Source: an optimization exercise on an open RTL-to-GDS flow (aim: a short achievable clock period and few clock cycles). Production flows keep margins and buffers that such runs may drop.
In this exercise RTL edits were held to simulation tests only and were not proved equivalent to the original.
Power figures rest on the tool's default switching activity, not on a simulated workload.

==> v9 <==
// cpu
module cpu
(
    input   logic           clk,
    input   logic           rst,
    output  logic   [31:0]  imem_addr,
    output  logic   [3:0]   imem_rmask,
    input   logic   [31:0]  imem_rdata,
    input   logic           imem_resp,
    output  logic   [31:0]  dmem_addr,
    output  logic   [3:0]   dmem_rmask,
    output  logic   [3:0]   dmem_wmask,
    input   logic   [31:0]  dmem_rdata,
    output  logic   [31:0]  dmem_wdata,
    input   logic           dmem_resp
);
clock: 12.0 ns
lec_check: 0
cap_margin: 20
core_margin: 2
core_utilization: 40
place_density: 0.6
slew_margin: 20
tns_end_percent: 100
standard.sh (not shown) runs the stock make flow with config.mk's settings and CLKGATE_MAP_FILE= SYNTH_SCRIPT=/design/flow/synth_recipe.tcl, a recipe that flattens the netlist after the stock synthesis.
==> flow/flow/run.sh <==
#!/bin/bash
set -euo pipefail
MARGIN=${MARGIN:-7}
bash standard.sh synth > log_synth.txt 2>&1
bash standard.sh SETUP_SLACK_MARGIN=$MARGIN floorplan > log_floorplan.txt 2>&1
bash standard.sh SETUP_SLACK_MARGIN=$MARGIN place > log_place.txt 2>&1
bash standard.sh SETUP_SLACK_MARGIN=$MARGIN cts > log_cts.txt 2>&1
bash standard.sh SETUP_SLACK_MARGIN=$MARGIN route > log_route.txt 2>&1
bash standard.sh SETUP_SLACK_MARGIN=$MARGIN finish > log_finish.txt 2>&1
test -f out/final.def
==> inputs of v2, as changes to v9 <==
--- a/flow/design.v
+++ b/flow/design.v
@@ -28,26 +28,28 @@
     logic [31:0] fpc;           
     logic        ipend;         
     logic        ikill;         
     logic [31:0] req_pc;        
     logic        bv0, bv1;      
     logic [31:0] bi0, bi1, bp0, bp1;
     logic        req_pred, bpr0, bpr1;   
-    localparam int NB = 8;
+    localparam int NB = 4;
     logic [NB-1:0] bt_v;
     logic [29:0]   bt_pc [NB];
     logic [29:0]   bt_tg [NB];
-    logic [2:0]    bt_ptr;
+    logic [1:0]    bt_ptr;
     logic          al_v, al_inv;       
     logic          al_d;               
     logic [29:0]   al_pc;
     logic [52:0]   al_sp;
-    logic        bc_ok;
-    logic [4:0]  bc_idx;
-    logic [31:0] bc_val;
+    localparam int NC = 4;
+    logic [NC-1:0] bc_ok;
+    logic [4:0]    bc_idx [NC];
+    logic [31:0]   bc_val [NC];
+    logic [1:0]    bc_ptr;
     logic        e_valid;
     logic [31:0] e_rs1v, e_rs2v, e_opb, e_imm, e_alt, e_pc4, e_pc;
     logic [52:0] e_bsp;
     logic [31:2] e_addr;
     logic [1:0]  e_off;
     logic [3:0]  e_wmask;
     logic        e_fm1, e_fm2, e_immb;
@@ -120,15 +122,15 @@
     end
     assign port_free  = ~dpend | dmem_resp;
     assign e_stall    = m_wait | (e_valid & (e_isload | e_isstore) & ~port_free);
     assign e_req      = e_valid & (e_isload | e_isstore) & port_free;
     assign dmem_addr  = {e_addr, 2'b00};
     logic       o_r0, o_r1;
     logic [3:0] o_w0, o_w1;
-    assign dmem_rmask = {4{o_r0 | (o_r1 & dmem_resp)}};
+    assign dmem_rmask = {3'b000, o_r0 | (o_r1 & dmem_resp)};
     assign dmem_wmask = o_w0 | (o_w1 & {4{dmem_resp}});
     always_comb begin
         case (e_f3[1:0])
             2'b00:   dmem_wdata = {4{ops[7:0]}};
             2'b01:   dmem_wdata = {2{ops[15:0]}};
             default: dmem_wdata = ops;
         endcase
@@ -203,23 +205,31 @@
     addsp #(13) u_bt_in  (.base(req_pc), .imm({imem_rdata[31], imem_rdata[7], imem_rdata[30:25], imem_rdata[11:8], 1'b0}), .sp(bt_in));
     addsp #(13) u_bt_buf (.base(bp0),    .imm({bi0[31], bi0[7], bi0[30:25], bi0[11:8], 1'b0}), .sp(bt_buf));
     addsp #(21) u_jt_in  (.base(req_pc), .imm({imem_rdata[31], imem_rdata[19:12], imem_rdata[20], imem_rdata[30:21], 1'b0}), .sp(jt_in));
     addsp #(21) u_jt_buf (.base(bp0),    .imm({bi0[31], bi0[19:12], bi0[20], bi0[30:21], 1'b0}), .sp(jt_buf));
     assign d_bsp = bv0 ? bt_buf : bt_in;
     assign d_jsp = bv0 ? jt_buf : jt_in;
     assign d_alt  = d_lui ? u_imm : d_auipc ? d_pc + u_imm : d_pc4;
-    assign bc_hit  = bc_ok & (d_rs1 == bc_idx);
-    assign bc_busy = (e_valid & e_wen & (e_rd == bc_idx)) | (m_valid & m_wen & (m_rd == bc_idx));
+    logic [NC-1:0] bc_hitv;
+    logic [31:0]   ag_il [NC], ag_is [NC], ag_bl [NC], ag_bs [NC];
+    for (genvar k = 0; k < NC; k++) begin : g_ag
+        assign bc_hitv[k] = bc_ok[k] & (d_rs1 == bc_idx[k]);
+        addsx #(12) u_ag_il (.base(bc_val[k]), .imm(imem_rdata[31:20]), .sum(ag_il[k]));
+        addsx #(12) u_ag_is (.base(bc_val[k]), .imm({imem_rdata[31:25], imem_rdata[11:7]}), .sum(ag_is[k]));
+        addsx #(12) u_ag_bl (.base(bc_val[k]), .imm(bi0[31:20]), .sum(ag_bl[k]));
+        addsx #(12) u_ag_bs (.base(bc_val[k]), .imm({bi0[31:25], bi0[11:7]}), .sum(ag_bs[k]));
+    end
+    assign bc_hit  = |bc_hitv;
+    assign bc_busy = (e_valid & e_wen & (e_rd == d_rs1)) | (m_valid & m_wen & (m_rd == d_rs1));
     assign mem_stall = d_mem & ~(bc_hit & ~bc_busy);
-    logic [31:0] ag_il, ag_is, ag_bl, ag_bs;
-    addsx #(12) u_ag_il (.base(bc_val), .imm(imem_rdata[31:20]), .sum(ag_il));
-    addsx #(12) u_ag_is (.base(bc_val), .imm({imem_rdata[31:25], imem_rdata[11:7]}), .sum(ag_is));
-    addsx #(12) u_ag_bl (.base(bc_val), .imm(bi0[31:20]), .sum(ag_bl));
-    addsx #(12) u_ag_bs (.base(bc_val), .imm({bi0[31:25], bi0[11:7]}), .sum(ag_bs));
-    assign d_addr = bv0 ? (d_store ? ag_bs : ag_bl) : (d_store ? ag_is : ag_il);
+    always_comb begin
+        d_addr = 32'd0;
+        for (int k = 0; k < NC; k++)
+            if (bc_hitv[k]) d_addr = d_addr | (bv0 ? (d_store ? ag_bs[k] : ag_bl[k]) : (d_store ? ag_is[k] : ag_il[k]));
+    end
     always_comb begin
         case (d_f3[1:0])
             2'b00:   d_wmask = 4'b0001 << d_addr[1:0];
             2'b01:   d_wmask = {d_addr[1], d_addr[1], ~d_addr[1], ~d_addr[1]};
             default: d_wmask = 4'b1111;
         endcase
     end
@@ -244,15 +254,15 @@
     assign d_redirect = (d_redir0 & ~e_redirect & ~d_drop) | (d_drop & d_pred);
     assign d_tsp      = (~d_drop & d_jal) ? d_jsp : (~d_drop & d_br) ? d_bsp : (~d_drop & d_jalr) ? jr_sp :
                         {1'b0, 20'd0, d_pc4[31:12], d_pc4[11:0]};
     logic redirect;
     assign redirect   = e_redirect | d_redirect;
     assign issue      = ~bv0 & (~ipend | imem_resp);
     logic o_i0, o_i1;
-    assign imem_rmask = {4{o_i0 | (o_i1 & imem_resp)}};
+    assign imem_rmask = {3'b000, o_i0 | (o_i1 & imem_resp)};
     logic        e_redir_r, d_redir_r;
     logic [31:0] e_tgt_r, d_tgt_r;
     logic [52:0] d_tsp_r;
     assign d_tgt_r    = spsum(d_tsp_r);
     assign imem_addr  = e_redir_r ? e_tgt_r : d_redir_r ? {d_tgt_r[31:2], 2'b00} : fpc;
     always_ff @(posedge clk) begin
         if (rst) begin
@@ -324,50 +334,54 @@
         if (bv0 & (~bv1 | d_gone)) begin
             bi1 <= imem_rdata; bp1 <= req_pc; bpr1 <= req_pred;
         end
     end
     always_ff @(posedge clk) begin
         if (rst) begin
             bt_v   <= '0;
-            bt_ptr <= 3'd0;
+            bt_ptr <= 2'd0;
             al_v   <= 1'b0;
             al_d   <= 1'b0;
         end else begin
-            al_v   <= e_redirect & e_isbr;
+            al_v   <= (e_redirect & e_isbr) | e_skip;
             al_inv <= e_bpred;
             al_pc  <= e_pc[31:2];
             al_sp  <= e_bsp;
             al_d   <= d_redirect & (d_jal | d_br) & ~d_pred;
             if (al_d) begin
                 bt_v[bt_ptr]  <= 1'b1;
                 bt_pc[bt_ptr] <= e_pc[31:2];
                 bt_tg[bt_ptr] <= d_tgt_r[31:2];
-                bt_ptr <= bt_ptr + 3'd1;
+                bt_ptr <= bt_ptr + 2'd1;
             end else if (al_v) begin
                 if (al_inv) begin
                     for (int i = 0; i < NB; i++)
                         if (bt_pc[i] == al_pc) bt_v[i] <= 1'b0;
                 end else begin
                     bt_v[bt_ptr]  <= 1'b1;
                     bt_pc[bt_ptr] <= al_pc;
                     bt_tg[bt_ptr] <= spsum(al_sp) >> 2;
-                    bt_ptr <= bt_ptr + 3'd1;
+                    bt_ptr <= bt_ptr + 2'd1;
                 end
             end
         end
     end
     always_ff @(posedge clk) begin
         if (rst) begin
-            bc_ok <= 1'b0;
-        end else if (d_valid & d_mem & ~bc_hit) begin
-            bc_ok  <= 1'b1;
-            bc_idx <= d_rs1;
-            bc_val <= rv1;
-        end else if (wb_we & (m_rd == bc_idx)) begin
-            bc_val <= wb_val;
+            bc_ok  <= '0;
+            bc_ptr <= 2'd0;
+        end else begin
+            for (int k = 0; k < NC; k++)
+                if (wb_we & (m_rd == bc_idx[k])) bc_val[k] <= wb_val;
+            if (d_valid & d_mem & ~bc_hit) begin
+                bc_ok[bc_ptr]  <= 1'b1;
+                bc_idx[bc_ptr] <= d_rs1;
+                bc_val[bc_ptr] <= rv1;
+                bc_ptr <= bc_ptr + 2'd1;
+            end
         end
     end
     logic       dpend_n, e_ldv_n;
     logic [3:0] e_wmask_n;
     assign dpend_n   = e_req | (dpend & ~dmem_resp);
     assign e_ldv_n   = e_stall ? e_ldv : (d_load & d_adv);
     assign e_wmask_n = e_stall ? e_wmask : ((d_adv & d_store) ? d_wmask : 4'b0000);
==> inputs of v31, as changes to v9 <==
--- a/flow/design.v
+++ b/flow/design.v
@@ -28,26 +28,28 @@
     logic [31:0] fpc;           
     logic        ipend;         
     logic        ikill;         
     logic [31:0] req_pc;        
     logic        bv0, bv1;      
     logic [31:0] bi0, bi1, bp0, bp1;
     logic        req_pred, bpr0, bpr1;   
-    localparam int NB = 8;
+    localparam int NB = 4;
     logic [NB-1:0] bt_v;
     logic [29:0]   bt_pc [NB];
     logic [29:0]   bt_tg [NB];
-    logic [2:0]    bt_ptr;
+    logic [1:0]    bt_ptr;
     logic          al_v, al_inv;       
     logic          al_d;               
     logic [29:0]   al_pc;
     logic [52:0]   al_sp;
-    logic        bc_ok;
-    logic [4:0]  bc_idx;
-    logic [31:0] bc_val;
+    localparam int NC = 4;
+    logic [NC-1:0] bc_ok;
+    logic [4:0]    bc_idx [NC];
+    logic [31:0]   bc_val [NC];
+    logic [1:0]    bc_ptr;
     logic        e_valid;
     logic [31:0] e_rs1v, e_rs2v, e_opb, e_imm, e_alt, e_pc4, e_pc;
     logic [52:0] e_bsp;
     logic [31:2] e_addr;
     logic [1:0]  e_off;
     logic [3:0]  e_wmask;
     logic        e_fm1, e_fm2, e_immb;
@@ -120,15 +122,15 @@
     end
     assign port_free  = ~dpend | dmem_resp;
     assign e_stall    = m_wait | (e_valid & (e_isload | e_isstore) & ~port_free);
     assign e_req      = e_valid & (e_isload | e_isstore) & port_free;
     assign dmem_addr  = {e_addr, 2'b00};
     logic       o_r0, o_r1;
     logic [3:0] o_w0, o_w1;
-    assign dmem_rmask = {4{o_r0 | (o_r1 & dmem_resp)}};
+    assign dmem_rmask = {3'b000, o_r0 | (o_r1 & dmem_resp)};
     assign dmem_wmask = o_w0 | (o_w1 & {4{dmem_resp}});
     always_comb begin
         case (e_f3[1:0])
             2'b00:   dmem_wdata = {4{ops[7:0]}};
             2'b01:   dmem_wdata = {2{ops[15:0]}};
             default: dmem_wdata = ops;
         endcase
@@ -203,23 +205,31 @@
     addsp #(13) u_bt_in  (.base(req_pc), .imm({imem_rdata[31], imem_rdata[7], imem_rdata[30:25], imem_rdata[11:8], 1'b0}), .sp(bt_in));
     addsp #(13) u_bt_buf (.base(bp0),    .imm({bi0[31], bi0[7], bi0[30:25], bi0[11:8], 1'b0}), .sp(bt_buf));
     addsp #(21) u_jt_in  (.base(req_pc), .imm({imem_rdata[31], imem_rdata[19:12], imem_rdata[20], imem_rdata[30:21], 1'b0}), .sp(jt_in));
     addsp #(21) u_jt_buf (.base(bp0),    .imm({bi0[31], bi0[19:12], bi0[20], bi0[30:21], 1'b0}), .sp(jt_buf));
     assign d_bsp = bv0 ? bt_buf : bt_in;
     assign d_jsp = bv0 ? jt_buf : jt_in;
     assign d_alt  = d_lui ? u_imm : d_auipc ? d_pc + u_imm : d_pc4;
-    assign bc_hit  = bc_ok & (d_rs1 == bc_idx);
-    assign bc_busy = (e_valid & e_wen & (e_rd == bc_idx)) | (m_valid & m_wen & (m_rd == bc_idx));
+    logic [NC-1:0] bc_hitv;
+    logic [31:0]   ag_il [NC], ag_is [NC], ag_bl [NC], ag_bs [NC];
+    for (genvar k = 0; k < NC; k++) begin : g_ag
+        assign bc_hitv[k] = bc_ok[k] & (d_rs1 == bc_idx[k]);
+        addsx #(12) u_ag_il (.base(bc_val[k]), .imm(imem_rdata[31:20]), .sum(ag_il[k]));
+        addsx #(12) u_ag_is (.base(bc_val[k]), .imm({imem_rdata[31:25], imem_rdata[11:7]}), .sum(ag_is[k]));
+        addsx #(12) u_ag_bl (.base(bc_val[k]), .imm(bi0[31:20]), .sum(ag_bl[k]));
+        addsx #(12) u_ag_bs (.base(bc_val[k]), .imm({bi0[31:25], bi0[11:7]}), .sum(ag_bs[k]));
+    end
+    assign bc_hit  = |bc_hitv;
+    assign bc_busy = (e_valid & e_wen & (e_rd == d_rs1)) | (m_valid & m_wen & (m_rd == d_rs1));
     assign mem_stall = d_mem & ~(bc_hit & ~bc_busy);
-    logic [31:0] ag_il, ag_is, ag_bl, ag_bs;
-    addsx #(12) u_ag_il (.base(bc_val), .imm(imem_rdata[31:20]), .sum(ag_il));
-    addsx #(12) u_ag_is (.base(bc_val), .imm({imem_rdata[31:25], imem_rdata[11:7]}), .sum(ag_is));
-    addsx #(12) u_ag_bl (.base(bc_val), .imm(bi0[31:20]), .sum(ag_bl));
-    addsx #(12) u_ag_bs (.base(bc_val), .imm({bi0[31:25], bi0[11:7]}), .sum(ag_bs));
-    assign d_addr = bv0 ? (d_store ? ag_bs : ag_bl) : (d_store ? ag_is : ag_il);
+    always_comb begin
+        d_addr = 32'd0;
+        for (int k = 0; k < NC; k++)
+            if (bc_hitv[k]) d_addr = d_addr | (bv0 ? (d_store ? ag_bs[k] : ag_bl[k]) : (d_store ? ag_is[k] : ag_il[k]));
+    end
     always_comb begin
         case (d_f3[1:0])
             2'b00:   d_wmask = 4'b0001 << d_addr[1:0];
             2'b01:   d_wmask = {d_addr[1], d_addr[1], ~d_addr[1], ~d_addr[1]};
             default: d_wmask = 4'b1111;
         endcase
     end
@@ -242,42 +252,54 @@
     assign d_badpred  = d_pred & ~(d_jal | d_br | d_jalr);
     assign d_redir0   = d_go & ((((d_jal & (j_imm != 32'd4)) | (d_br & d_bwd)) & ~d_pred) | d_jr_fast | d_badpred);
     assign d_redirect = (d_redir0 & ~e_redirect & ~d_drop) | (d_drop & d_pred);
     assign d_tsp      = (~d_drop & d_jal) ? d_jsp : (~d_drop & d_br) ? d_bsp : (~d_drop & d_jalr) ? jr_sp :
                         {1'b0, 20'd0, d_pc4[31:12], d_pc4[11:0]};
     logic redirect;
     assign redirect   = e_redirect | d_redirect;
-    assign issue      = ~bv0 & (~ipend | imem_resp);
+    assign issue      = ~ipend ? (~bv0 | ~bv1) : (imem_resp & ~bv0);
     logic o_i0, o_i1;
-    assign imem_rmask = {4{o_i0 | (o_i1 & imem_resp)}};
+    assign imem_rmask = {3'b000, o_i0 | (o_i1 & imem_resp)};
     logic        e_redir_r, d_redir_r;
     logic [31:0] e_tgt_r, d_tgt_r;
     logic [52:0] d_tsp_r;
     assign d_tgt_r    = spsum(d_tsp_r);
-    assign imem_addr  = e_redir_r ? e_tgt_r : d_redir_r ? {d_tgt_r[31:2], 2'b00} : fpc;
+    logic        s_e, s_d1, s_d0, s_f;
+    assign imem_addr  = ({32{s_e}} & e_tgt_r) |
+                        ({32{s_d1}} & {d_tsp_r[51:32], d_tsp_r[11:2], 2'b00}) |
+                        ({32{s_d0}} & {d_tsp_r[31:12], d_tsp_r[11:2], 2'b00}) |
+                        ({32{s_f}} & fpc);
     always_ff @(posedge clk) begin
         if (rst) begin
             fpc   <= 32'h6000_0000;
             e_redir_r <= 1'b0;
             d_redir_r <= 1'b0;
+            s_e  <= 1'b0;
+            s_d1 <= 1'b0;
+            s_d0 <= 1'b0;
+            s_f  <= 1'b1;
             ipend <= 1'b0;
             ikill <= 1'b0;
             bv0   <= 1'b0;
             bv1   <= 1'b0;
             o_i0  <= 1'b1;
             o_i1  <= 1'b1;
         end else begin
             e_redir_r <= e_redirect;
             d_redir_r <= d_redirect;
+            s_e  <= e_redirect;
+            s_d1 <= d_redirect & ~e_redirect & d_tsp[52];
+            s_d0 <= d_redirect & ~e_redirect & ~d_tsp[52];
+            s_f  <= ~(e_redirect | d_redirect);
             fpc <= issue ? (bt_hit ? {bt_tgt, 2'b00} : imem_addr + 32'd4) : imem_addr;
             ipend <= issue | (ipend & ~imem_resp);
             ikill <= redirect ? (issue | (ipend & ~imem_resp)) : (~issue & ~imem_resp & ikill);
             bv0 <= bv0_n;
             bv1 <= bv1_n;
-            o_i0 <= ~bv0_n & ~(issue | (ipend & ~imem_resp));
+            o_i0 <= (~bv0_n | ~bv1_n) & ~(issue | (ipend & ~imem_resp));
             o_i1 <= ~bv0_n;
         end
     end
     logic        bt_hit;
     logic [29:0] bt_tgt;
     always_comb begin
         bt_hit = 1'b0;
@@ -324,50 +346,54 @@
         if (bv0 & (~bv1 | d_gone)) begin
             bi1 <= imem_rdata; bp1 <= req_pc; bpr1 <= req_pred;
         end
     end
     always_ff @(posedge clk) begin
         if (rst) begin
             bt_v   <= '0;
-            bt_ptr <= 3'd0;
+            bt_ptr <= 2'd0;
             al_v   <= 1'b0;
             al_d   <= 1'b0;
         end else begin
-            al_v   <= e_redirect & e_isbr;
+            al_v   <= (e_redirect & e_isbr) | e_skip;
             al_inv <= e_bpred;
             al_pc  <= e_pc[31:2];
             al_sp  <= e_bsp;
             al_d   <= d_redirect & (d_jal | d_br) & ~d_pred;
             if (al_d) begin
                 bt_v[bt_ptr]  <= 1'b1;
                 bt_pc[bt_ptr] <= e_pc[31:2];
                 bt_tg[bt_ptr] <= d_tgt_r[31:2];
-                bt_ptr <= bt_ptr + 3'd1;
+                bt_ptr <= bt_ptr + 2'd1;
             end else if (al_v) begin
                 if (al_inv) begin
                     for (int i = 0; i < NB; i++)
                         if (bt_pc[i] == al_pc) bt_v[i] <= 1'b0;
                 end else begin
                     bt_v[bt_ptr]  <= 1'b1;
                     bt_pc[bt_ptr] <= al_pc;
                     bt_tg[bt_ptr] <= spsum(al_sp) >> 2;
-                    bt_ptr <= bt_ptr + 3'd1;
+                    bt_ptr <= bt_ptr + 2'd1;
                 end
             end
         end
     end
     always_ff @(posedge clk) begin
         if (rst) begin
-            bc_ok <= 1'b0;
-        end else if (d_valid & d_mem & ~bc_hit) begin
-            bc_ok  <= 1'b1;
-            bc_idx <= d_rs1;
-            bc_val <= rv1;
-        end else if (wb_we & (m_rd == bc_idx)) begin
-            bc_val <= wb_val;
+            bc_ok  <= '0;
+            bc_ptr <= 2'd0;
+        end else begin
+            for (int k = 0; k < NC; k++)
+                if (wb_we & (m_rd == bc_idx[k])) bc_val[k] <= wb_val;
+            if (d_valid & d_mem & ~bc_hit) begin
+                bc_ok[bc_ptr]  <= 1'b1;
+                bc_idx[bc_ptr] <= d_rs1;
+                bc_val[bc_ptr] <= rv1;
+                bc_ptr <= bc_ptr + 2'd1;
+            end
         end
     end
     logic       dpend_n, e_ldv_n;
     logic [3:0] e_wmask_n;
     assign dpend_n   = e_req | (dpend & ~dmem_resp);
     assign e_ldv_n   = e_stall ? e_ldv : (d_load & d_adv);
     assign e_wmask_n = e_stall ? e_wmask : ((d_adv & d_store) ? d_wmask : 4'b0000);
==> inputs of v35, as changes to v9 <==
--- a/flow/design.v
+++ b/flow/design.v
@@ -28,19 +28,19 @@
     logic [31:0] fpc;           
     logic        ipend;         
     logic        ikill;         
     logic [31:0] req_pc;        
     logic        bv0, bv1;      
     logic [31:0] bi0, bi1, bp0, bp1;
     logic        req_pred, bpr0, bpr1;   
-    localparam int NB = 8;
+    localparam int NB = 4;
     logic [NB-1:0] bt_v;
     logic [29:0]   bt_pc [NB];
     logic [29:0]   bt_tg [NB];
-    logic [2:0]    bt_ptr;
+    logic [1:0]    bt_ptr;
     logic          al_v, al_inv;       
     logic          al_d;               
     logic [29:0]   al_pc;
     logic [52:0]   al_sp;
     logic        bc_ok;
     logic [4:0]  bc_idx;
     logic [31:0] bc_val;
@@ -120,15 +120,15 @@
     end
     assign port_free  = ~dpend | dmem_resp;
     assign e_stall    = m_wait | (e_valid & (e_isload | e_isstore) & ~port_free);
     assign e_req      = e_valid & (e_isload | e_isstore) & port_free;
     assign dmem_addr  = {e_addr, 2'b00};
     logic       o_r0, o_r1;
     logic [3:0] o_w0, o_w1;
-    assign dmem_rmask = {4{o_r0 | (o_r1 & dmem_resp)}};
+    assign dmem_rmask = {3'b000, o_r0 | (o_r1 & dmem_resp)};
     assign dmem_wmask = o_w0 | (o_w1 & {4{dmem_resp}});
     always_comb begin
         case (e_f3[1:0])
             2'b00:   dmem_wdata = {4{ops[7:0]}};
             2'b01:   dmem_wdata = {2{ops[15:0]}};
             default: dmem_wdata = ops;
         endcase
@@ -229,30 +229,44 @@
     logic [52:0] jr_te_in, jr_tm_in, jr_te_buf, jr_tm_buf;
     addsp #(12) u_jr_te_in  (.base(e_alt), .imm(imem_rdata[31:20]), .sp(jr_te_in));
     addsp #(12) u_jr_tm_in  (.base(m_res), .imm(imem_rdata[31:20]), .sp(jr_tm_in));
     addsp #(12) u_jr_te_buf (.base(e_alt), .imm(bi0[31:20]), .sp(jr_te_buf));
     addsp #(12) u_jr_tm_buf (.base(m_res), .imm(bi0[31:20]), .sp(jr_tm_buf));
     assign jr_sp    = bv0 ? (jr_e ? jr_te_buf : jr_tm_buf) : (jr_e ? jr_te_in : jr_tm_in);
     assign d_jr_fast = d_jalr & jr_known;
+    function automatic logic immeq(input logic [31:0] d, input logic [11:0] imm);
+        immeq = (imm[11] ? &d[31:11] : ~|d[31:11]) & (d[10:0] == imm[10:0]);
+    endfunction
+    logic [31:0] df_ei, df_eb, df_mi, df_mb;
+    logic        jr_pc4, pc4_ei, pc4_eb, pc4_mi, pc4_mb;
+    assign df_ei  = req_pc + 32'd4 - e_alt;
+    assign df_eb  = bp0 + 32'd4 - e_alt;
+    assign df_mi  = req_pc + 32'd4 - m_res;
+    assign df_mb  = bp0 + 32'd4 - m_res;
+    assign pc4_ei = immeq(df_ei, imem_rdata[31:20]) | immeq(df_ei + 32'd1, imem_rdata[31:20]);
+    assign pc4_eb = immeq(df_eb, bi0[31:20])        | immeq(df_eb + 32'd1, bi0[31:20]);
+    assign pc4_mi = immeq(df_mi, imem_rdata[31:20]) | immeq(df_mi + 32'd1, imem_rdata[31:20]);
+    assign pc4_mb = immeq(df_mb, bi0[31:20])        | immeq(df_mb + 32'd1, bi0[31:20]);
+    assign jr_pc4 = bv0 ? (jr_e ? pc4_eb : pc4_mb) : (jr_e ? pc4_ei : pc4_mi);
     assign loaduse = e_valid & e_isload & e_wen &
                      ((d_use1 & (d_rs1 == e_rd)) | (d_use2 & (d_rs2 == e_rd)));
     assign d_go    = d_valid & ~e_stall & ~loaduse & ~mem_stall;
     logic d_drop;
     assign d_drop  = d_valid & (e_skip | skip_pend);
     assign d_adv   = d_go & ~e_redirect & ~d_drop;
     assign d_badpred  = d_pred & ~(d_jal | d_br | d_jalr);
-    assign d_redir0   = d_go & ((((d_jal & (j_imm != 32'd4)) | (d_br & d_bwd)) & ~d_pred) | d_jr_fast | d_badpred);
+    assign d_redir0   = d_go & ((((d_jal & (j_imm != 32'd4)) | (d_br & d_bwd)) & ~d_pred) | (d_jr_fast & ~jr_pc4) | d_badpred);
     assign d_redirect = (d_redir0 & ~e_redirect & ~d_drop) | (d_drop & d_pred);
     assign d_tsp      = (~d_drop & d_jal) ? d_jsp : (~d_drop & d_br) ? d_bsp : (~d_drop & d_jalr) ? jr_sp :
                         {1'b0, 20'd0, d_pc4[31:12], d_pc4[11:0]};
     logic redirect;
     assign redirect   = e_redirect | d_redirect;
     assign issue      = ~bv0 & (~ipend | imem_resp);
     logic o_i0, o_i1;
-    assign imem_rmask = {4{o_i0 | (o_i1 & imem_resp)}};
+    assign imem_rmask = {3'b000, o_i0 | (o_i1 & imem_resp)};
     logic        e_redir_r, d_redir_r;
     logic [31:0] e_tgt_r, d_tgt_r;
     logic [52:0] d_tsp_r;
     assign d_tgt_r    = spsum(d_tsp_r);
     assign imem_addr  = e_redir_r ? e_tgt_r : d_redir_r ? {d_tgt_r[31:2], 2'b00} : fpc;
     always_ff @(posedge clk) begin
         if (rst) begin
@@ -324,37 +338,37 @@
         if (bv0 & (~bv1 | d_gone)) begin
             bi1 <= imem_rdata; bp1 <= req_pc; bpr1 <= req_pred;
         end
     end
     always_ff @(posedge clk) begin
         if (rst) begin
             bt_v   <= '0;
-            bt_ptr <= 3'd0;
+            bt_ptr <= 2'd0;
             al_v   <= 1'b0;
             al_d   <= 1'b0;
         end else begin
-            al_v   <= e_redirect & e_isbr;
+            al_v   <= (e_redirect & e_isbr) | e_skip;
             al_inv <= e_bpred;
             al_pc  <= e_pc[31:2];
             al_sp  <= e_bsp;
             al_d   <= d_redirect & (d_jal | d_br) & ~d_pred;
             if (al_d) begin
                 bt_v[bt_ptr]  <= 1'b1;
                 bt_pc[bt_ptr] <= e_pc[31:2];
                 bt_tg[bt_ptr] <= d_tgt_r[31:2];
-                bt_ptr <= bt_ptr + 3'd1;
+                bt_ptr <= bt_ptr + 2'd1;
             end else if (al_v) begin
                 if (al_inv) begin
                     for (int i = 0; i < NB; i++)
                         if (bt_pc[i] == al_pc) bt_v[i] <= 1'b0;
                 end else begin
                     bt_v[bt_ptr]  <= 1'b1;
                     bt_pc[bt_ptr] <= al_pc;
                     bt_tg[bt_ptr] <= spsum(al_sp) >> 2;
-                    bt_ptr <= bt_ptr + 3'd1;
+                    bt_ptr <= bt_ptr + 2'd1;
                 end
             end
         end
     end
     always_ff @(posedge clk) begin
         if (rst) begin
             bc_ok <= 1'b0;
==> notes.md <==
Reg-to-reg setup timing slack: v2 6.75 ns; v35 5.61 ns; v9 6.79 ns; v31 6.91 ns
Routability congestion estimate: v2 1.02; v35 1.05; v9 1.06; v31 1.07
Worst min-delay path endpoint: v2 m_off[1]; v35 al_sp[32]; v9 m_off[1]; v31 m_off[0]
Fin worst setup slack: v2 6.73 ns; v35 5.61 ns; v9 6.65 ns; v31 6.69 ns
Switching Power: v2 9.55 mW; v35 12.0 mW; v9 10.3 mW; v31 8.48 mW
Crit path launch type: v2 input port; v35 flip-flop; v9 input port; v31 input port
Placement Cell Area: v2 155000 sq um; v35 150000 sq um; v9 151000 sq um; v31 154000 sq um
DRC marker count from the first detailed-route iteration: v2 19300; v35 18800; v9 18000; v31 20400
Finished Core Util: v2 47.4%; v35 48.5%; v9 47.1%; v31 46.4%
Distinct cell type count after synthesis: v2 116; v35 100; v9 105; v31 122
Critical register-to-register path endpoint: v2 m_res[26]; v35 o_i1; v9 m_res[7]; v31 m_res[25]
Signal buf overhead: v2 6.30%; v35 6.80%; v9 5.43%; v31 5.56%
Met1 Wirelength: v2 235000 um; v35 217000 um; v9 236000 um; v31 229000 um
Met3 capacity usage during global routing: v2 8.53%; v35 10.4%; v9 8.43%; v31 9.84%
Outcome: v2 timing/DRC/antenna clean; v35 timing/DRC/antenna clean; v9 timing/DRC/antenna clean; v31 timing/DRC/antenna clean
Clock latency on the worst-skew pair: v2 0.98 ns; v35 1.00 ns; v9 0.94 ns; v31 0.97 ns
Routed wire length per instance: v2 36.2 um; v35 35.0 um; v9 40.3 um; v31 36.3 um
Number of I/O port buffers: v2 167; v35 167; v9 173; v31 167
Multiplexer area fraction after synthesis: v2 22.8%; v35 23.1%; v9 22.1%; v31 22.8%
Testbench counts of v9, summed over its fixed seeds: cycles 17,722.
Testbench counts of v2, summed over its fixed seeds: cycles 17,606.
Testbench counts of v31, summed over its fixed seeds: cycles 17,261.
Testbench counts of v35, summed over its fixed seeds: cycles 17,545.

==> re-timing with driven ports <==
The flow's constraints put no driver on any port. The routed layouts listed below were extracted and timed again, unchanged, in two steps.
Step 1, drivers: a clkbuf_16 drives clk and a buf_2 each remaining input, both assumed.
Step 2, shift: input delay + t, output delay - t, t = (earliest + latest rising clock arrival at the registers) / 2. This alone moves slack from input paths to output paths.
Three values: ideal, step 1, step 2; two values: the first two.
| run | t, ns | setup slack, ns | worst hold slack (ns) | clock arrival spread, ns | cell pins on the clock port's net |
|---|---|---|---|---|---|
| v9 | 1.022 | 6.649 / 6.437 / 5.807 | 0.425 / 0.425 / 0.425 | 0.059 / 0.060 | 1 |
| v2 | 1.030 | 6.727 / 6.612 / 5.664 | 0.425 / 0.425 / 0.425 | 0.111 / 0.110 | 1 |
| v31 | 1.028 | 6.693 / 6.554 / 5.561 | 0.418 / 0.418 / 0.418 | 0.125 / 0.125 | 1 |
| v35 | 1.057 | 5.605 / 5.605 / 4.769 | 0.385 / 0.385 / 0.385 | 0.153 / 0.153 | 1 |
After both steps every run listed still meets setup and hold. The setup slack of v31, which loses most, moves by -0.139 ns with the drivers and by -1.132 ns with both steps.
